What follows belongs to an exercise in optimizing a design on an open flow for small area, a short achievable clock period and few clock cycles; a production flow would make more cautious choices. In this exercise RTL edits were held to simulation tests only and were not proved equivalent to the original.

## flow/design.v (module list and top-level ports; edited modules follow where they fit)
// module seq_multi: 1278 lines
module seq_multi #(
    parameter WIDTH = 32
)
(
    input wire logic clk,
    input wire logic rst,
    input wire logic start,
    input wire logic [WIDTH - 1:0] multiplier,
    input wire logic [WIDTH - 1:0] multiplicand,
    output logic busy,
    output logic [(WIDTH * 2) - 1:0] product
);
  // ...
==> flow/flow/run.sh <==
#!/bin/bash
# The standard layout, with the port buffers made of buf_1 cells instead of the
# delay-buffer cells buffer_ports picks by default.
set -euo pipefail
export BUFFER_PORTS_ARGS="-buffer_cell sky130_fd_sc_hd__buf_1"
bash standard.sh finish > standard.log 2>&1
==> flow/standard.sh <==
#!/bin/bash
# synth_recipe.tcl (not shown) runs the flow's synth.tcl, then flattens the netlist and writes it again
# the make line also repeats each setting of config.mk as NAME=value (left out here)
make -C /OpenROAD-flow-scripts/flow DESIGN_CONFIG=/design/flow/config.mk WORK_HOME=/design/flow/orfs CLKGATE_MAP_FILE= SYNTH_SCRIPT=/design/flow/synth_recipe.tcl "${@:-finish}"
==> flow/config.mk <==
export PLATFORM = sky130hd
export DESIGN_NAME = seq_multi
export DESIGN_NICKNAME = seq_multi
export VERILOG_FILES = /design/flow/design.v
export SDC_FILE = /design/flow/constraint.sdc
export NUM_CORES = 4
export LEC_CHECK = 0
export CAP_MARGIN = 5
export CORE_MARGIN = 2
export CORE_UTILIZATION = 55
export SETUP_SLACK_MARGIN = 0.5
export SLEW_MARGIN = 5
==> flow/constraint.sdc <==
create_clock -name core_clock -period 5.0 [get_ports {clk}]
set_input_delay 1.0000 -clock core_clock [delete_from_list [all_inputs] [get_ports {clk}]]
set_output_delay 1.0000 -clock core_clock [all_outputs]
set_load 0.01 [all_outputs]
==> flow_summary.json, run 1 <==
{
  "slowest_stage": "a311o_1",
  "seqCellArea_um2": 3770,
  "finalSetupTns_ns": 0,
  "endpoint": "product[50]",
  "slew_violations": 0,
  "min_path_type": "reg -> reg",
  "status": "timing/DRC/antenna clean",
  "synth_ff_type": "dfxtp_1",
  "hold_buffers": 0,
  "nNonClkBuffers": 318,
  "min_path_cells": 1,
  "synth_mux_area_frac": 0.0211,
  "finalHoldViolations": 0,
  "use_met2": 0.598,
  "initial_utilization": 0.553,
  "maxSlewHeadroom": 0.243,
  "die_area_um2": 41400,
  "cap_violations": 0,
  "track_usage": 0.430,
  "firstDrtPassIters": 6,
  "top_layer_used": "met5",
  "multi_input_cells": 1821,
  "diodes": 1,
  "synth_xor_area_frac": 0.132,
  "worst_hold_slack_ns": 0.428,
  "multi_input_area_um2": 16900,
  "crit_chain": "ha_4, and4_4, nor2b_4, a221o_1, a311o_1, a31o_4, a31oi_4, buf_6, nor2b_1, o21a_2, nor2_2, xnor2_1, buf_2",
  "globalplace.congestion": 1.01,
  "grt_pass1_vias": 19847
}
Testbench counts, summed over its fixed seeds: cycles 907.
==> inputs of run 2 (changes only) <==
--- a/flow/config.mk
+++ b/flow/config.mk
@@ -7,6 +7,6 @@
 export LEC_CHECK = 0
-export CAP_MARGIN = 5
+export CAP_MARGIN = 20
 export CORE_MARGIN = 2
-export CORE_UTILIZATION = 55
+export CORE_UTILIZATION = 65
 export SETUP_SLACK_MARGIN = 0.5
-export SLEW_MARGIN = 5
+export SLEW_MARGIN = 20
==> flow_summary.json, run 2 <==
{
  "cts.htree.levels": 4,
  "initial_utilization": 0.656,
  "dp_cells": 3065,
  "yosys.area.top_type": "fa_1",
  "numClockSinks": 180,
  "startpoint_type": "flop",
  "cp_top_family": "compound AO/OA/AOI/OAI gates",
  "syn-cell-area_um2": 21900,
  "worst_slack_ns": 0.430,
  "met2_wirelength_um": 33900,
  "cts_tree": "yes",
  "min_path_cells": 1,
  "hpwl_um": 63600,
  "vias": 20885,
  "clk_path_buf_depth": 2,
  "synth_common_cells": "inv_1, fa_1, o22ai_1",
  "fin_worst_skew_ns": 0.0184,
  "nFillCells": 2457,
  "cap_violations": 0,
  "grt_max_degree": 65,
  "path_clk_slew_ns": 0.08,
  "grt_pass1_vias": 20366,
  "final_cell_mix": "inv_1, fa_1, o22ai_1",
  "firstDrtPassIters": 8,
  "portBuffers": 131,
  "rsz0062_at_grt": "true",
  "synth_ff_type": "dfxtp_1",
  "track_usage": 0.481,
  "synth_cell_type_count": 63,
  "cts-buffers-inserted": 17,
  "critPathMaxFanout": 4,
  "clock_latency_ns": 0.46,
  "critPathMaxStageDelay_ns": 0.35,
  "async_reset_ff_frac": 0,
  "cp-end-kind": "output pin",
  "cp.required_ns": 4.00,
  "finalSetupTns_ns": 0,
  "yosysMostFrequentCell": "inv_1",
  "viasPerCell": 6.65,
  "status": "timing/DRC/antenna clean",
  "syn_area_per_cell_um2": 8.65,
  "period_minus_slack_ns": 4.57,
  "nNetsFinal": 3119,
  "finalHoldViolations": 0,
  "die_area_um2": 35200,
  "globalplace.congestion": 1.07,
  "synth_edf_count": 15,
  "top_layer_used": "met4",
  "io_pins": 132,
  "tightest_slew_ns": 1.17,
  "final_util": 0.761,
  "hold_buffers": 0,
  "ys_seq_area_frac": 0.172,
  "grt_pass1_wl_um": 126000,
  "grt.overflow.total": 0,
  "slew_violations": 0,
  "synth_nets": 2974,
  "die_w_um": 187,
  "slowest_stage": "dfxtp_2",
  "die_h_um": 187,
  "final_common_cell": "inv_1",
  "reg2reg_depth": 10,
  "syn2layout_area_growth_pct": 16.0,
  "path_class": "reg -> out",
  "top_regs": "c x64, s x64, m x32",
  "drive_above_1_share": 0.136,
  "yosysWarnings": 1,
  "coreArea_um2": 33400,
  "crit_chain": "ha_4, inv_2, fa_2, nand2b_4, a21o_1, a31oi_4, a311o_1, a31o_4, a31oi_4, o21ai_4, buf_4, a21oi_4, xnor2_2, buf_2",
  "min_path_type": "reg -> reg",
  "post-route-period-util": 0.914,
  "place_ws_ns": -0.0536,
  "drc": 0,
  "synth_cells": 2531,
  "synth.area.top_cells": "fa_1, dfxtp_1, xnor2_1, o22ai_1, inv_1",
  "antenna_found_initial": 2,
  "layoutNonFillerInstCount": 3139,
  "drtIter0Drc": 2968,
  "fp-row-count": 67,
  "avgRoutedWirePerCell_um": 27.1,
  "wl_met3_um": 14700,
  "crit_cells": 14,
  "ys_ff_latch": 180,
  "crit_buf_inv": 3,
  "cp.arrival_ns": 3.57,
  "routed_wl_um": 85100,
  "antenna_left": 0,
  "setup-violations-final": 0,
  "maxSlewHeadroom": 0.220,
  "fmax_mhz": 219,
  "wl_met1_um": 31600,
  "yosysTopAreaCellShare": 0.266,
  "cts_root_buffer": "clkbuf_16",
  "crit_top_cell": "a31oi_4"
}
run 2: what timing repair did:
action | 4_1_cts | 5_1_grt
gates cloned | 0 | 1
resized for setup | 57 | 98
buffers inserted | 8 | 31
pin swaps | 13 | 42
setup endpoints to repair | 61 | 87
run 2: path summary, 6_finish.rpt:
check / startpoint / to / slack, ns
max: c[0] / product[53] / 0.43
min: busy / busy / 0.42
max reg2reg: q[31] / c[49] / 0.52
min reg2reg: busy / busy / 0.42
run 2: area by class of cell:
type	count	area, um2	share of cell area
clock buffer	18	429	0.0169
timing repair buffer	304	2320	0.0914
clock inverter	14	159	0.00626
tap	448	561	0.0221
sequential	180	3780	0.149
antenna	2	5.00	0.000197
inverter	352	1330	0.0525
multi-input combinational	1821	16800	0.662
run 2: logic make-up (layout without fill, tap and decap cells):
group | after synthesis | in the layout | share of synthesized area
other | 0 | 2 | 0
DFF | 180 | 180 | 0.172
xor gates and xnor gates | 329 | 329 | 0.132
AOI/OAI and AO/OA | 622 | 622 | 0.176
and+or+nand+nor | 448 | 448 | 0.0940
muxes | 46 | 46 | 0.0211
adders and majority gates | 376 | 376 | 0.315
buffers and inverters | 530 | 688 | 0.0909
run 2: through the flow:
| stage | hold WS [ns] | cell area, um2 |
|---|---|---|
| after floorplan | 0.443 | 21900 |
| after global placement | 0.402 | 23800 |
| after detailed placement | 0.413 | 23800 |
| after CTS | 0.425 | 24700 |
| after global routing | 0.453 | 25400 |
| final | 0.424 | 25400 |
run 2: routing by layer:
layer / vias up / global-route usage
met2: 1879 / 0.672
met4: 0 / 0.208
li1: 8690 / -
met3: 336 / 0.192
met5: - / 0
met1: 9980 / 0.661
==> inputs of run 3 (changes only) <==
--- a/flow/config.mk
+++ b/flow/config.mk
@@ -9,3 +9,4 @@
 export CORE_MARGIN = 2
-export CORE_UTILIZATION = 65
+export CORE_UTILIZATION = 55
+export GPL_TIMING_DRIVEN = 0
 export SETUP_SLACK_MARGIN = 0.5
==> flow_summary.json, run 3 <==
{
  "status": "timing/DRC/antenna clean",
  "cts.htree.levels": 4,
  "hold_buffers": 0,
  "async_reset_ff_frac": 0,
  "cp.required_ns": 4.00,
  "ys_ff_latch": 180,
  "path_class": "reg -> out",
  "grt.overflow.total": 0,
  "syn-cell-area_um2": 21900,
  "synth_cells": 2531,
  "vias": 22686,
  "cp_top_family": "compound AO/OA/AOI/OAI gates",
  "hpwl_um": 82000,
  "cap_violations": 0,
  "maxSlewHeadroom": 0.226,
  "fp-row-count": 73,
  "final_common_cell": "inv_1",
  "met2_wirelength_um": 43700,
  "worst_hold_slack_ns": 0.434,
  "synth_ff_type": "dfxtp_1",
  "coreArea_um2": 39500,
  "synth_common_cells": "inv_1, fa_1, o22ai_1",
  "clk_path_buf_depth": 2,
  "dp_cells": 3185,
  "antenna_found_initial": 5,
  "slew_violations": 0,
  "routed_wl_um": 108000,
  "avgRoutedWirePerCell_um": 31.9,
  "wl_met1_um": 38400,
  "clock_latency_ns": 0.51,
  "antenna_left": 0,
  "wl_met3_um": 16500,
  "cts_root_buffer": "clkbuf_16",
  "track_usage": 0.513,
  "syn2layout_area_growth_pct": 24.0,
  "startpoint_type": "flop",
  "fin_worst_skew_ns": 0.0182,
  "yosysMostFrequentCell": "inv_1",
  "initial_utilization": 0.553,
  "viasPerCell": 6.70,
  "tightest_slew_ns": 1.16,
  "top_layer_used": "met5",
  "globalplace.congestion": 1.07,
  "grt_pass1_wl_um": 150000,
  "yosys.area.top_type": "fa_1",
  "slowest_stage": "a311o_1",
  "diodes": 0,
  "die_w_um": 203,
  "post-route-period-util": 0.926,
  "synth.area.top_cells": "fa_1, dfxtp_1, xnor2_1, o22ai_1, inv_1",
  "cts-buffers-inserted": 17,
  "min_path_type": "reg -> reg",
  "drc": 0,
  "die_area_um2": 41400,
  "ys_seq_area_frac": 0.172,
  "cp.arrival_ns": 3.63,
  "yosysWarnings": 1,
  "cts_tree": "yes",
  "critPathMaxFanout": 5,
  "layoutNonFillerInstCount": 3385,
  "drtIter0Drc": 3829,
  "portBuffers": 129,
  "finalHoldViolations": 0,
  "period_minus_slack_ns": 4.63,
  "synth_nets": 2974,
  "path_clk_slew_ns": 0.07,
  "numClockSinks": 180,
  "final_util": 0.686,
  "top_regs": "c x64, s x64, m x32",
  "cp-end-kind": "output pin",
  "die_h_um": 203,
  "io_pins": 132,
  "nNetsFinal": 3290,
  "synth_cell_type_count": 63,
  "rsz0062_at_grt": "true",
  "firstDrtPassIters": 8,
  "setup-violations-final": 0,
  "grt_max_degree": 19,
  "yosysTopAreaCellShare": 0.266,
  "critPathMaxStageDelay_ns": 0.36,
  "grt_pass1_vias": 21665,
  "fmax_mhz": 216,
  "final_cell_mix": "inv_1, fa_1, o22ai_1",
  "syn_area_per_cell_um2": 8.65,
  "drive_above_1_share": 0.200,
  "synth_edf_count": 15,
  "crit_chain": "ha_4, inv_2, fa_2, nand2b_4, a21o_1, a31oi_4, a311o_1, a31o_4, inv_8, o22ai_4, o221ai_4, o21ai_2, nor2_1, xnor2_1, buf_2",
  "crit_buf_inv": 3
}
-- run 3: changes by cell type in the layout (fill, tap and decap cells not counted), sizes merged --
| cell | before | now |
|---|---|---|
| inv | 357 | 356 |
| clkinv | 8 | 6 |
| bufinv | 0 | 2 |
| buf | 294 | 340 |
| diode | 2 | 0 |
| clkinvlp | 1 | 2 |
| clkdlybuf4s15 | 0 | 1 |
| clkbuf | 28 | 152 |
-- run 3: what timing repair did --
item,CTS,global route
endpoints found under the setup margin,158,126
resized for setup,383,216
pin swaps,39,70
setup buffers,103,61
cloned,1,3
-- run 3: cell families after synthesis --
kind of cell / share of synthesized area
and+or+nand+nor: 0.0940
muxes: 0.0211
DFF: 0.172
xor gates and xnor gates: 0.132
adders and majority gates: 0.315
AOI/OAI and AO/OA: 0.176
buffers and inverters: 0.0909
-- run 3: final timing paths --
path	endpoint	startpoint	slack, ns	depth (start not counted)
min reg2reg	busy	busy	0.43	1
max	product[63]	c[0]	0.37	15
max reg2reg	c[31]	q[31]	0.45	12
min	busy	busy	0.43	1
-- run 3: per-stage QoR --
step	TNS [ns]	setup slack (ns)	instance area, um2
after CTS	0	0.433	26000
after floorplan	0	0.494	21900
after global placement	-90.86	-1.37	23100
final	0	0.370	27100
after global routing	0	0.274	27100
after detailed placement	-81.55	-1.08	23100
-- run 3: layer usage --
layer,GRT usage,vias to the layer above
met5,0,-
met4,0.324,10
met3,0.188,576
met2,0.736,2170
met1,0.656,10862
li1,-,9068
-- run 3: layout make-up --
class,instances,area [um2]
Timing Repair Buffer,297,2030
Clock inverter,14,190
Tap cell,525,657
Clock buffer,18,439
Buffer,178,1270
Fill cell,3156,12400
Sequential cell,180,3770
Inverter,352,1330
Multi-Input combinational cell,1821,17500
==> inputs of run 4 (changes only) <==
--- a/flow/config.mk
+++ b/flow/config.mk
@@ -10,3 +10,3 @@
 export CORE_UTILIZATION = 55
-export GPL_TIMING_DRIVEN = 0
+export PLACE_DENSITY = 0.68
 export SETUP_SLACK_MARGIN = 0.5
==> flow_summary.json, run 4 <==
{
  "clock_latency_ns": 0.51,
  "portBuffers": 131,
  "io_pins": 132,
  "firstDrtPassIters": 6,
  "post-route-period-util": 0.924,
  "numClockSinks": 180,
  "vias": 20524,
  "synth_common_cells": "inv_1, fa_1, o22ai_1",
  "holdPathEnd": "busy",
  "rsz0062_at_grt": "true",
  "min_path_cells": 1,
  "cp-end-kind": "output pin",
  "status": "timing/DRC/antenna clean",
  "initial_utilization": 0.553,
  "drc": 0,
  "syn_area_per_cell_um2": 8.65,
  "yosysMostFrequentCell": "inv_1",
  "critPathMaxStageDelay_ns": 0.35,
  "diodes": 0,
  "synth_top_family_by_area": "adder cells",
  "synth_nets": 2974,
  "slowest_stage": "fa_2",
  "startpoint_type": "flop",
  "yosysTopAreaCellShare": 0.266,
  "die_area_um2": 41400,
  "syn-cell-area_um2": 21900,
  "drtIter0Drc": 3085,
  "drive_above_1_share": 0.144,
  "antenna_found_initial": 0,
  "placed_area_um2": 23800,
  "cts_tree": "yes",
  "crit_buf_inv": 3,
  "postLayoutCellArea_um2": 25500,
  "fp-row-count": 73,
  "cp_top_family": "compound AO/OA/AOI/OAI gates",
  "grt_pass1_wl_um": 128000,
  "grt_pass1_vias": 20179,
  "routed_wl_um": 85700,
  "slew_violations": 0,
  "synth_ff_type": "dfxtp_1",
  "synthSimpleGateAreaFrac": 0.0940,
  "coreArea_um2": 39500,
  "top_regs": "c x64, s x64, m x32",
  "ys_seq_area_frac": 0.172,
  "synth_cell_type_count": 63,
  "synth_edf_count": 15,
  "synthAdderAreaFrac": 0.315,
  "critPathLaunch": "c[0]",
  "track_usage": 0.421,
  "min_from": "busy",
  "async_reset_ff_frac": 0,
  "final_common_cell": "inv_1",
  "min_path_type": "reg -> reg",
  "antenna_left": 0,
  "ys_ff_latch": 180,
  "cts-buffers-inserted": 17,
  "synth_cells": 2531,
  "syn2layout_area_growth_pct": 16.4,
  "cap_violations": 0,
  "cp.arrival_ns": 3.62,
  "finalSetupTns_ns": 0,
  "globalplace.congestion": 1.06,
  "cp.required_ns": 4.00,
  "synth_xor_area_frac": 0.132,
  "synth_mux_area_frac": 0.0211,
  "fin_worst_skew_ns": 0.0165,
  "grt_max_degree": 65,
  "viasPerCell": 6.36,
  "worst_slack_ns": 0.380,
  "reg2reg_depth": 11,
  "tightest_slew_ns": 1.04,
  "clk_path_buf_depth": 2,
  "place_ws_ns": -0.0845,
  "finalHoldViolations": 0,
  "critPathMaxFanout": 5,
  "maxSlewHeadroom": 0.303,
  "cts_root_buffer": "clkbuf_16",
  "yosysWarnings": 1,
  "r2r_end": "s[35]",
  "die_w_um": 203,
  "final_util": 0.644,
  "worstReg2RegStart": "bq",
  "setup-violations-final": 0,
  "crit_chain": "ha_1, inv_1, fa_2, nand2b_4, a21o_1, a31oi_4, a311o_1, a31o_4, inv_8, o21ai_4, a21oi_2, o21ai_2, xor2_1, buf_2",
  "cts.htree.levels": 4,
  "fmax_mhz": 216,
  "hpwl_um": 64700,
  "final_cell_mix": "inv_1, fa_1, o22ai_1",
  "synth_compound_area_frac": 0.176,
  "period_minus_slack_ns": 4.62,
  "avgRoutedWirePerCell_um": 26.6,
  "regToRegSetupSlack_ns": 0.61,
  "synth.area.top_cells": "fa_1, dfxtp_1, xnor2_1, o22ai_1, inv_1",
  "yosys.area.top_type": "fa_1",
  "grt.overflow.total": 0,
  "path_class": "reg -> out",
  "die_h_um": 203,
  "path_clk_slew_ns": 0.08,
  "nNetsFinal": 3131
}
==> run 4: cell count changes in the layout (fill, tap and decap cells not counted), sizes merged <==
cell | before | now
clkinv | 6 | 10
buf | 340 | 302
inv | 356 | 355
clkdlybuf4s15 | 1 | 0
bufinv | 2 | 0
clkinvlp | 2 | 1
clkbuf | 152 | 32
==> run 4: layout make-up <==
class                      count  area [um2]
sequential                   180        3780
multi-input combinational   1821       16800
clock inverter                14         164
tap                          525         657
inverter                     352        1330
fill                        3353       14100
timing repair buffer         316        2290
clock buffer                  18         429
==> run 4: metrics by stage <==
stage          hold WS (ns)  instances
2_1_floorplan         0.443       2531
3_3_place_gp          0.398       3142
3_5_place_dp          0.404       3142
4_1_cts               0.420       3194
5_1_grt               0.447       3226
6_report              0.416       3226
==> run 4: worst max-delay path by stage <==
stage             endpoint  cells after the start
2_1_floorplan        s[14]                     16
3_3_place_gp         s[37]                     16
3_5_place_dp         s[37]                     16
4_1_cts        product[38]                     14
5_1_grt        product[42]                     14
6_report       product[43]                     14
==> run 4: metal layers <==
layer | up-vias | GRT usage | wire length [um]
met5 | - | 0 | 42
met4 | 2 | 0.191 | 4390
met3 | 242 | 0.132 | 12200
met2 | 1608 | 0.587 | 34900
met1 | 9946 | 0.595 | 34200
li1 | 8726 | - | -
==> run 4: worst register-to-register path, cell delays in order, from the launching register on <==
cell      delay [ns]
dfxtp_4         0.61
buf_4           0.43
nand2b_2        0.41
o21ai_0         0.17
buf_4           0.18
fa_1            0.47
fa_1            0.56
inv_1           0.08
fa_1            0.52
inv_1           0.06
fa_1            0.47
a221o_1         0.33
==> run 4: cells by family after synthesis <==
group | Yosys count
AOI/OAI and AO/OA | 622
xor gates and xnor gates | 329
adders and majority gates | 376
buffers and inverters | 530
DFF | 180
muxes | 46
and+or+nand+nor | 448
==> run 4: what timing repair did <==
| action | 4_1_cts | 5_1_grt |
|---|---|---|
| resized for setup | 66 | 89 |
| pin swaps | 20 | 53 |
| setup endpoints to repair | 84 | 101 |
| buffers inserted | 20 | 32 |
| hold buffers | 0 | 0 |
| cloned | 0 | 0 |
==> inputs of run 5 (changes only) <==
--- a/flow/config.mk
+++ b/flow/config.mk
@@ -7,2 +7,3 @@
 export LEC_CHECK = 0
+export ABC_AREA = 1
 export CAP_MARGIN = 20
@@ -10,3 +11,2 @@
 export CORE_UTILIZATION = 55
-export PLACE_DENSITY = 0.68
 export SETUP_SLACK_MARGIN = 0.5
==> flow_summary.json, run 5 <==
{
  "coreArea_um2": 42200,
  "track_usage": 0.433,
  "yosys.area.top_type": "fa_1",
  "cts-buffers-inserted": 17,
  "viasPerCell": 6.11,
  "yosysMostFrequentCell": "inv_1",
  "dp_cells": 3697,
  "async_reset_ff_frac": 0,
  "min_path_type": "reg -> reg",
  "cts.htree.levels": 4,
  "hpwl_um": 76100,
  "cp.arrival_ns": 4.80,
  "die_h_um": 211,
  "maxSlewHeadroom": 0.310,
  "cts_root_buffer": "clkbuf_16",
  "fmax_mhz": 223,
  "cts_tree": "yes",
  "wl_met3_um": 14800,
  "clk_path_buf_depth": 2,
  "yosysWarnings": 1,
  "layoutNonFillerInstCount": 3743,
  "syn2layout_area_growth_pct": 12.8,
  "yosysTopAreaCellShare": 0.246,
  "synth_ff_type": "dfxtp_1",
  "slew_violations": 0,
  "fin_worst_skew_ns": 0.0217,
  "initial_utilization": 0.560,
  "path_class": "in -> reg",
  "drtIter0Drc": 3290,
  "critPathMaxFanout": 16,
  "die_area_um2": 44700,
  "cp.required_ns": 5.32,
  "grt_max_degree": 59,
  "portBuffers": 131,
  "rsz0062_at_grt": "true",
  "routed_wl_um": 96900,
  "syn_area_per_cell_um2": 7.78,
  "finalHoldViolations": 0,
  "final_common_cell": "nand2_1",
  "fp-row-count": 75,
  "hold_buffers": 0,
  "path_clk_slew_ns": 0.08,
  "place_ws_ns": -0.193,
  "nFillCells": 3851,
  "synth_cell_type_count": 54,
  "tightest_slew_ns": 1.03,
  "top_layer_used": "met4",
  "period_minus_slack_ns": 4.49,
  "synth.area.top_cells": "fa_1, dfxtp_1, xor2_1, inv_1, nand2_1",
  "synth_nets": 3482,
  "numClockSinks": 180,
  "cap_violations": 0,
  "firstDrtPassIters": 6,
  "drc": 0,
  "diodes": 0,
  "final_cell_mix": "nand2_1, inv_1, fa_1",
  "wl_met1_um": 38600,
  "vias": 22869,
  "syn-cell-area_um2": 23600,
  "setup-violations-final": 0,
  "cp-end-kind": "flop",
  "die_w_um": 211,
  "synth_cells": 3039,
  "met2_wirelength_um": 38300,
  "synth_common_cells": "inv_1, nand2_1, fa_1",
  "antenna_found_initial": 0,
  "globalplace.congestion": 1.07,
  "avgRoutedWirePerCell_um": 25.9,
  "placed_area_um2": 25600,
  "io_pins": 132,
  "post-route-period-util": 0.897,
  "postLayoutCellArea_um2": 26700,
  "grt.overflow.total": 0,
  "drive_above_1_share": 0.116,
  "grt_pass1_wl_um": 140000,
  "clock_latency_ns": 0.50,
  "worst_slack_ns": 0.513,
  "ys_ff_latch": 180,
  "nNetsFinal": 3635,
  "synth_edf_count": 15,
  "top_regs": "c x64, s x64, m x32",
  "startpoint_type": "primary input",
  "ys_seq_area_frac": 0.159,
  "grt_pass1_vias": 21787,
  "status": "timing/DRC/antenna clean",
  "antenna_left": 0
}
==> run 5: changes by cell type after synthesis, sizes merged, moves of 22 or more <==
cell    before  now
buf         17  122
clkbuf     161   57
inv        349  592
mux2i       45    0
nand2      188  578
nand3       13   93
o211ai       7   29
o21ai      137   84
o221ai       4   26
or2          3   26
xnor2      265    8
xor2        64  250
==> run 5: per-stage QoR <==
step | utilization | TNS, ns | hold slack, ns
after floorplan | - | 0 | 0.443
after global placement | 0.606 | -0.686 | 0.400
after detailed placement | 0.606 | -0.859 | 0.441
after CTS | 0.622 | 0 | 0.454
after global routing | 0.631 | 0 | 0.474
final | 0.631 | 0 | 0.446
==> run 5: worst paths after layout <==
check / startpoint / end / slack (ns) / cells past startpoint
worst max-delay path: multiplier[1] / c[41] / 0.51 / 15
worst min-delay path: busy / busy / 0.45 / 1
worst max register to register: bm / c[36] / 0.52 / 12
worst min register to register: busy / busy / 0.45 / 1
==> run 5: kinds of logic after synthesis <==
logic type | synth area share
AOI/OAI and AO/OA | 0.165
buffers and inverters | 0.133
xor gates and xnor gates | 0.0956
adders and majority gates | 0.291
and+or+nand+nor | 0.156
DFF | 0.159
==> run 5: cell type report <==
cell class / instances / area [um2] / area share
sequential: 180 / 3760 / 0.141
timing repair buffer: 313 / 2380 / 0.0891
inverter: 593 / 2260 / 0.0849
tap: 539 / 674 / 0.0253
clock inverter: 14 / 161 / 0.00605
clock buffer: 17 / 425 / 0.0160
multi-input combinational: 2087 / 17000 / 0.638
==> run 5: critical path, stage by stage <==
cell,delay [ns]
buf_1,0.11
inv_2,0.10
nor4_2,0.05
buf_4,0.14
nor4_4,0.28
buf_4,0.20
clkbuf_16,0.21
o22ai_2,0.09
xor2_1,0.18
fa_1,0.48
fa_1,0.59
inv_1,0.07
fa_1,0.54
fa_2,0.63
o22ai_1,0.13
==> run 5: timing repair <==
action | 4_1_cts | 5_1_grt
setup buffers | 2 | 8
cloned | 0 | 5
hold endpoints to repair | 0 | 0
pin swaps | 0 | 13
setup endpoints to repair | 38 | 89
gates resized for setup | 14 | 53
==> run 5: per-layer routing <==
metal	vias up	GRT usage
met5	-	0
met4	0	0.193
met3	264	0.167
met1	10954	0.607
met2	1682	0.587
li1	9969	-
==> inputs of run 6 (changes only) <==
--- a/flow/config.mk
+++ b/flow/config.mk
@@ -7,3 +7,2 @@
 export LEC_CHECK = 0
-export ABC_AREA = 1
 export CAP_MARGIN = 20
==> flow_summary.json, run 6 <==
{
  "final_cell_mix": "inv_1, fa_1, o22ai_1",
  "seqCellArea_um2": 3770,
  "nNetsFinal": 3133,
  "clock_latency_ns": 0.50,
  "clk_path_buf_depth": 2,
  "grt_pass1_wl_um": 129000,
  "yosysTopAreaCellShare": 0.266,
  "avgRoutedWirePerCell_um": 27.2,
  "r2r_end": "s[24]",
  "synth_common_cells": "inv_1, fa_1, o22ai_1",
  "layoutNonFillerInstCount": 3229,
  "drc": 0,
  "synth_cells": 2531,
  "ys_ff_latch": 180,
  "worst_hold_slack_ns": 0.428,
  "hpwl_um": 66300,
  "finalHoldViolations": 0,
  "tightest_slew_ns": 1.13,
  "routed_wl_um": 87700,
  "io_pins": 132,
  "final_util": 0.650,
  "async_reset_ff_frac": 0,
  "firstDrtPassIters": 6,
  "cp.required_ns": 4.00,
  "nFillCells": 3386,
  "synth_edf_count": 15,
  "cts-buffers-inserted": 17,
  "cp.arrival_ns": 3.50,
  "synth_nets": 2974,
  "portBuffers": 131,
  "path_clk_slew_ns": 0.08,
  "syn-cell-area_um2": 21900,
  "grt_max_degree": 70,
  "grt_pass1_vias": 19847,
  "slew_violations": 0,
  "min_path_type": "reg -> reg",
  "synth.area.top_cells": "fa_1, dfxtp_1, xnor2_1, o22ai_1, inv_1",
  "dp_cells": 3148,
  "syn2layout_area_growth_pct": 17.4,
  "numClockSinks": 180,
  "startpoint_type": "flop",
  "cts_root_buffer": "clkbuf_16",
  "top_regs": "c x64, s x64, m x32",
  "drive_above_1_share": 0.150,
  "hold_buffers": 0,
  "post-route-period-util": 0.901,
  "worstReg2RegStart": "bm",
  "die_h_um": 203,
  "globalplace.congestion": 1.01,
  "rsz0062_at_grt": "true",
  "antenna_found_initial": 2,
  "cap_violations": 0,
  "critPathMaxFanout": 4,
  "yosysWarnings": 1,
  "maxSlewHeadroom": 0.243,
  "multi_input_area_um2": 16900,
  "regToRegSetupSlack_ns": 0.65,
  "synth_ff_type": "dfxtp_1",
  "coreArea_um2": 39500,
  "viasPerCell": 6.28,
  "status": "timing/DRC/antenna clean",
  "finalSetupTns_ns": 0,
  "drtIter0Drc": 2595,
  "ys_seq_area_frac": 0.172,
  "fin_worst_skew_ns": 0.0174,
  "syn_area_per_cell_um2": 8.65,
  "die_area_um2": 41400,
  "critPathLaunch": "c[14]",
  "path_class": "reg -> out",
  "setup-violations-final": 0,
  "reg2reg_depth": 15,
  "period_minus_slack_ns": 4.50,
  "fp-row-count": 73,
  "final_common_cell": "inv_1",
  "grt.overflow.total": 0,
  "cts.htree.levels": 4,
  "yosysMostFrequentCell": "inv_1",
  "endpoint": "product[50]",
  "yosys.area.top_type": "fa_1",
  "synth_cell_type_count": 63,
  "cp-end-kind": "output pin",
  "initial_utilization": 0.553,
  "die_w_um": 203,
  "antenna_left": 0,
  "fmax_mhz": 222,
  "track_usage": 0.430,
  "vias": 20286,
  "cts_tree": "yes"
}
## run 6: changes by cell type in the layout (fill, tap and decap cells not counted), sizes merged, moves of 53 or more
| cell | previous run | this run |
|---|---|---|
| nand2 | 578 | 188 |
| xnor2 | 8 | 265 |
| o21ai | 84 | 137 |
| nand3 | 93 | 13 |
| inv | 597 | 358 |
| xor2 | 250 | 64 |
## run 6: how the worst min path moves through the flow
stage	start	endpoint	slack, ns	depth (start not counted)
floorplan	busy	busy	0.44	1
global placement	busy	busy	0.40	1
detailed placement	busy	busy	0.41	1
CTS	busy	busy	0.43	1
global route	busy	busy	0.44	1
finish	busy	busy	0.43	1
## run 6: area by class of cell
cell class,instances,area share
Tap cell,525,0.0256
Sequential cell,180,0.147
Timing Repair Buffer,318,0.0965
Clock buffer,20,0.0174
Multi-Input combinational cell,1821,0.657
Inverter,352,0.0518
Antenna cell,1,0.0000974
Clock inverter,12,0.00428
## run 6: stage by stage
| stage | setup WS [ns] | area (um2) |
|---|---|---|
| after floorplan | 0.494 | 21900 |
| after global placement | -0.0407 | 24100 |
| after detailed placement | -0.0472 | 24100 |
| after CTS | 0.418 | 25200 |
| after global routing | 0.378 | 25700 |
| final | 0.497 | 25700 |
## run 6: logic make-up (layout without fill, tap and decap cells)
| family | count (synthesis) | count (layout) | synth area share |
|---|---|---|---|
| adder cells (fa/ha/maj) | 376 | 376 | 0.315 |
| XOR/XNOR | 329 | 329 | 0.132 |
| flip-flops | 180 | 180 | 0.172 |
| other | 0 | 1 | 0 |
| buffers and inverters | 530 | 702 | 0.0909 |
| AO/OA/AOI/OAI | 622 | 622 | 0.176 |
| AND/OR/NAND/NOR | 448 | 448 | 0.0940 |
| multiplexers | 46 | 46 | 0.0211 |
## run 6: repair_timing
item                                    CTS  global route
hold endpoints to repair                  0             0
endpoints found under the setup margin   56           110
gates resized for setup                  85            78
pin swaps                                35            40
buffers inserted                         17            31
## run 6: per-layer routing
layer	routed length (um)	track usage
met1	35300	0.608
met2	36200	0.598
met3	12700	0.158
met4	3430	0.158
met5	15	0.0119
## run 6: worst max-delay path, stage by stage, from the launching register on
cell and delay [ns]:
dfxtp_2 0.35, ha_4 0.25, and4_4 0.17, nor2b_4 0.13, a221o_1 0.31, a311o_1 0.39
a31o_4 0.31, a31oi_4 0.26, buf_6 0.15, nor2b_1 0.05, o21a_2 0.25, nor2_2 0.12
xnor2_1 0.11, buf_2 0.14
==> inputs of run 7 (changes only) <==
--- a/flow/config.mk
+++ b/flow/config.mk
@@ -10,2 +10,4 @@
 export CORE_UTILIZATION = 55
+export CTS_CLUSTER_DIAMETER = 150
+export CTS_CLUSTER_SIZE = 40
 export SETUP_SLACK_MARGIN = 0.5
==> flow_summary.json, run 7 <==
{
  "met2_wirelength_um": 36200,
  "critPathMaxStageDelay_ns": 0.39,
  "wl_met1_um": 35300,
  "portBuffers": 131,
  "synth_edf_count": 15,
  "cap_violations": 0,
  "final_common_cell": "inv_1",
  "synth_common_cells": "inv_1, fa_1, o22ai_1",
  "grt_pass1_wl_um": 129000,
  "avgRoutedWirePerCell_um": 27.2,
  "drtIter0Drc": 2595,
  "fp-row-count": 73,
  "cts_root_buffer": "clkbuf_16",
  "maxSlewHeadroom": 0.243,
  "min_path_cells": 1,
  "die_area_um2": 41400,
  "coreArea_um2": 39500,
  "yosysTopAreaCellShare": 0.266,
  "synth_cell_type_count": 63,
  "wl_met3_um": 12700,
  "vias": 20286,
  "routed_wl_um": 87700,
  "initial_utilization": 0.553,
  "nNetsFinal": 3133,
  "synth_top_family_by_area": "adder cells",
  "fmax_mhz": 222,
  "crit_buf_inv": 2,
  "globalplace.congestion": 1.01,
  "holdPathEnd": "busy",
  "hold_buffers": 0,
  "synth_compound_area_frac": 0.176,
  "numClockSinks": 180,
  "grt.overflow.total": 0,
  "die_h_um": 203,
  "synth_ff_type": "dfxtp_1",
  "drc": 0,
  "clk_path_buf_depth": 2,
  "syn-cell-area_um2": 21900,
  "yosys.area.top_type": "fa_1",
  "setup-violations-final": 0,
  "dp_cells": 3148,
  "io_pins": 132,
  "synth.area.top_cells": "fa_1, dfxtp_1, xnor2_1, o22ai_1, inv_1",
  "grt_pass1_vias": 19847,
  "r2r_end": "s[24]",
  "status": "timing/DRC/antenna clean",
  "slowest_stage": "a311o_1",
  "top_regs": "c x64, s x64, m x32",
  "clock_latency_ns": 0.50,
  "hpwl_um": 66300,
  "worstReg2RegStart": "bm",
  "yosysWarnings": 1,
  "fin_worst_skew_ns": 0.0174,
  "finalHoldViolations": 0,
  "tightest_slew_ns": 1.13,
  "track_usage": 0.430,
  "cp_top_family": "compound AO/OA/AOI/OAI gates",
  "synthAdderAreaFrac": 0.315,
  "cts_tree": "yes",
  "async_reset_ff_frac": 0,
  "synth_mux_area_frac": 0.0211,
  "synth_nets": 2974,
  "cp-end-kind": "output pin",
  "final_cell_mix": "inv_1, fa_1, o22ai_1",
  "synthSimpleGateAreaFrac": 0.0940,
  "firstDrtPassIters": 6,
  "syn2layout_area_growth_pct": 17.4,
  "synth_xor_area_frac": 0.132,
  "post-route-period-util": 0.901,
  "antenna_found_initial": 2,
  "critPathMaxFanout": 4,
  "grt_max_degree": 70,
  "cts.htree.levels": 4,
  "drive_above_1_share": 0.150,
  "reg2reg_depth": 15,
  "ys_seq_area_frac": 0.172,
  "path_class": "reg -> out",
  "crit_chain": "ha_4, and4_4, nor2b_4, a221o_1, a311o_1, a31o_4, a31oi_4, buf_6, nor2b_1, o21a_2, nor2_2, xnor2_1, buf_2",
  "syn_area_per_cell_um2": 8.65,
  "period_minus_slack_ns": 4.50,
  "cp.arrival_ns": 3.50,
  "cp.required_ns": 4.00,
  "slew_violations": 0,
  "yosysMostFrequentCell": "inv_1",
  "die_w_um": 203,
  "ys_ff_latch": 180,
  "regToRegSetupSlack_ns": 0.65,
  "min_from": "busy",
  "synth_cells": 2531,
  "layoutNonFillerInstCount": 3229,
  "min_path_type": "reg -> reg",
  "startpoint_type": "flop",
  "rsz0062_at_grt": "true",
  "antenna_left": 0,
  "path_clk_slew_ns": 0.08,
  "cts-buffers-inserted": 17,
  "viasPerCell": 6.28,
  "top_layer_used": "met5"
}
==> run 7: worst max path at each step <==
stage,from,to,slack (ns),cells past startpoint
after floorplan,multiplier[1],s[14],0.49,16
after global placement,multiplier[15],s[37],-0.04,16
after detailed placement,multiplier[15],s[17],-0.05,15
after CTS,c[0],product[27],0.42,15
after global routing,c[0],product[38],0.38,14
final,c[14],product[50],0.50,13
==> run 7: final cells by class <==
type                    instances  area [um2]
diodes                          1        2.50
multi-input cells            1821       16900
flip-flops and latches        180        3770
clock inverters                12         110
fillers                      3386       13800
clock buffers                  20         447
inverters                     352        1330
well taps                     525         657
repair buffers                318        2480
==> run 7: worst reg2reg max path, delay by kind of cell (launching register included) <==
family | cells | cell delay, ns
muxes | 1 | 0.29
DFF | 1 | 0.40
adders and majority gates | 4 | 2.13
and+or+nand+nor | 1 | 0.18
buffers and inverters | 5 | 0.76
xor gates and xnor gates | 1 | 0.17
AOI/OAI and AO/OA | 3 | 0.38
==> run 7: layer usage <==
metal	vias to the layer above	GRT usage
li1	8722	-
met1	9977	0.608
met2	1402	0.598
met3	183	0.158
met4	2	0.158
met5	-	0.0119
==> run 7: metrics by stage <==
step           setup TNS [ns]  hold slack [ns]  worst slack (ns)  area [um2]   util
4_1_cts                     0            0.426             0.418       25200  0.637
5_1_grt                     0            0.439             0.378       25700  0.650
3_3_place_gp           -0.149            0.399           -0.0407       24100  0.609
6_report                    0            0.428             0.497       25700  0.650
2_1_floorplan               0            0.443             0.494       21900      -
3_5_place_dp           -0.165            0.411           -0.0472       24100  0.609
==> run 7: cells by family after synthesis <==
logic type | count (synthesis)
compound gates | 622
buf+inv | 530
simple gates | 448
fa+ha+maj | 376
xor+xnor | 329
flops | 180
mux | 46
==> run 7: what timing repair did <==
item / 4_1_cts / 5_1_grt
buffers inserted: 17 / 31
resized for setup: 85 / 78
endpoints found under the setup margin: 56 / 110
pin swaps: 35 / 40
==> inputs of run 8 (changes only) <==
--- a/flow/config.mk
+++ b/flow/config.mk
@@ -10,5 +10,3 @@
 export CORE_UTILIZATION = 55
-export CTS_CLUSTER_DIAMETER = 150
-export CTS_CLUSTER_SIZE = 40
-export SETUP_SLACK_MARGIN = 0.5
+export SETUP_SLACK_MARGIN = 0.45
 export SLEW_MARGIN = 20
==> flow_summary.json, run 8 <==
{
  "avgRoutedWirePerCell_um": 27.6,
  "globalplace.congestion": 1.05,
  "antenna_found_initial": 2,
  "yosys.area.top_type": "fa_1",
  "rsz0062_at_grt": "true",
  "vias": 20581,
  "postLayoutCellArea_um2": 25600,
  "cts_tree": "yes",
  "synth_common_cells": "inv_1, fa_1, o22ai_1",
  "io_pins": 132,
  "yosysTopAreaCellShare": 0.266,
  "synth_cell_type_count": 63,
  "setup-violations-final": 0,
  "tightest_slew_ns": 1.01,
  "synth_cells": 2531,
  "drtIter0Drc": 2818,
  "numClockSinks": 180,
  "yosysMostFrequentCell": "inv_1",
  "cp-end-kind": "output pin",
  "cts_root_buffer": "clkbuf_16",
  "grt_pass1_vias": 19717,
  "cts.htree.levels": 4,
  "path_clk_slew_ns": 0.08,
  "final_common_cell": "inv_1",
  "maxSlewHeadroom": 0.323,
  "path_class": "reg -> out",
  "initial_utilization": 0.553,
  "ys_ff_latch": 180,
  "ys_seq_area_frac": 0.172,
  "fin_worst_skew_ns": 0.0203,
  "min_path_type": "reg -> reg",
  "fmax_mhz": 219,
  "drive_above_1_share": 0.141,
  "placed_area_um2": 24000,
  "grt_pass1_wl_um": 130000,
  "synth_ff_type": "dfxtp_1",
  "nFillCells": 3420,
  "hpwl_um": 67500,
  "syn2layout_area_growth_pct": 17.1,
  "routed_wl_um": 89500,
  "drc": 0,
  "hold_buffers": 0,
  "syn_area_per_cell_um2": 8.65,
  "die_h_um": 203,
  "yosysWarnings": 1,
  "antenna_left": 0,
  "top_regs": "c x64, s x64, m x32",
  "nNetsFinal": 3141,
  "cp.required_ns": 4.00,
  "syn-cell-area_um2": 21900,
  "grt.overflow.total": 0,
  "final_cell_mix": "inv_1, fa_1, o22ai_1",
  "post-route-period-util": 0.915,
  "critPathMaxFanout": 5,
  "die_w_um": 203,
  "status": "timing/DRC/antenna clean",
  "firstDrtPassIters": 6,
  "async_reset_ff_frac": 0,
  "coreArea_um2": 39500,
  "cap_violations": 0,
  "synth.area.top_cells": "fa_1, dfxtp_1, xnor2_1, o22ai_1, inv_1",
  "synth_edf_count": 15,
  "finalHoldViolations": 0,
  "viasPerCell": 6.36,
  "portBuffers": 131,
  "cts-buffers-inserted": 17,
  "synth_nets": 2974,
  "period_minus_slack_ns": 4.58,
  "track_usage": 0.434,
  "clock_latency_ns": 0.51,
  "cp.arrival_ns": 3.58,
  "fp-row-count": 73,
  "die_area_um2": 41400,
  "slew_violations": 0,
  "startpoint_type": "flop",
  "grt_max_degree": 51,
  "clk_path_buf_depth": 2
}
[run 8: cell counts after synthesis]
Identical to the previous run, type by type.
[run 8: timing repair]
action / in CTS / in global routing
endpoints found under the hold margin: 0 / 0
pin swaps: 31 / 32
gates cloned: 0 / 3
buffers inserted: 25 / 23
setup endpoints to repair: 42 / 69
resized for setup: 76 / 64
[run 8: final timing paths]
check	start	cells after the start	endpoint	slack, ns
max	c[0]	14	product[41]	0.42
max reg2reg	q[31]	13	s[37]	0.52
min	busy	1	busy	0.42
min reg2reg	busy	1	busy	0.42
[run 8: logic make-up after synthesis]
group,count (synthesis),synth area share
and+or+nand+nor,448,0.0940
AOI/OAI and AO/OA,622,0.176
muxes,46,0.0211
xor gates and xnor gates,329,0.132
buffers and inverters,530,0.0909
DFF,180,0.172
adders and majority gates,376,0.315
[run 8: worst max-delay path, stage by stage (launching register included)]
cell,delay (ns)
dfxtp_2,0.35
ha_4,0.13
inv_2,0.03
fa_2,0.34
nand2b_4,0.15
a21o_1,0.20
a31oi_4,0.16
a311o_1,0.33
a31o_4,0.28
inv_8,0.07
o21ai_4,0.24
a21o_1,0.24
a21oi_2,0.10
xnor2_2,0.27
buf_2,0.19
[run 8: cell type report]
class                      count  area (um2)  share of cell area
sequential                   180        3770               0.147
clock inverter                13         140             0.00547
antenna                        1        2.50           0.0000976
clock buffer                  19         443              0.0173
inverter                     352        1330              0.0518
multi-input combinational   1821       16800               0.655
tap                          525         657              0.0256
timing repair buffer         326        2500              0.0974
[run 8: layer usage]
layer	vias up	global-route usage	wire, um
met4	2	0.188	4350
met5	-	0	18
met1	10067	0.629	36000
met2	1535	0.584	35500
li1	8746	-	-
met3	231	0.147	13600
[run 8: metrics by stage]
step	utilization	instances	worst slack [ns]	hold WS, ns	setup TNS, ns
floorplan	-	2531	0.414	0.443	0
global placement	0.607	3153	-0.100	0.399	-0.105
detailed placement	0.607	3153	-0.130	0.402	-0.331
CTS	0.636	3210	0.397	0.419	0
global route	0.648	3236	0.284	0.450	0
finish	0.648	3237	0.424	0.417	0

[separate check: timing with driven ports]
Ports are ideal in the flow. The routed layouts listed here were re-timed in OpenROAD.
Step 1 (the two cells are an assumption about what drives the block):
set clk [get_ports {clk}]
set_driving_cell -lib_cell sky130_fd_sc_hd__clkbuf_16 $clk
set_driving_cell -lib_cell sky130_fd_sc_hd__buf_2 [delete_from_list [all_inputs] $clk]
Step 2 times the ports against the registers' clock, not the clock port: input delays grow and output delays shrink by t, the midpoint of the rising clock arrivals with the driver on.
a / b / c = no drivers / after step 1 / after step 2; a / b = the first two.
| run | t (ns) | setup WS [ns] | hold slack, ns | clock arrival spread, ns | slew at the worst register clock pin (ns) |
|---|---|---|---|---|---|
| run 1 | 0.551 | 0.497 / 0.437 / 0.104 | 0.428 / 0.428 / 0.428 | 0.017 / 0.018 | 0.08 / 0.08 |
| run 2 | 0.513 | 0.430 / 0.372 / 0.068 | 0.424 / 0.424 / 0.424 | 0.019 / 0.018 | 0.09 / 0.09 |
| run 3 | 0.559 | 0.370 / 0.310 / -0.043 | 0.434 / 0.434 / 0.434 | 0.019 / 0.018 | 0.09 / 0.09 |
| run 4 | 0.560 | 0.380 / 0.322 / 0.072 | 0.416 / 0.416 / 0.416 | 0.016 / 0.016 | 0.09 / 0.09 |
| run 5 | 0.546 | 0.513 / 0.516 / 0.007 | 0.446 / 0.446 / 0.446 | 0.022 / 0.021 | 0.09 / 0.09 |
| run 6 | 0.551 | 0.497 / 0.437 / 0.104 | 0.428 / 0.428 / 0.428 | 0.017 / 0.018 | 0.08 / 0.08 |
| run 7 | 0.551 | 0.497 / 0.437 / 0.104 | 0.428 / 0.428 / 0.428 | 0.017 / 0.018 | 0.08 / 0.08 |
| run 8 | 0.555 | 0.424 / 0.366 / 0.049 | 0.417 / 0.417 / 0.417 | 0.021 / 0.021 | 0.09 / 0.09 |
With both steps, setup timing fails in run 3, where it was met with ideal ports. For run 5, which loses most, drivers alone change the setup slack by +0.003 ns; drivers and shift together by -0.506 ns.
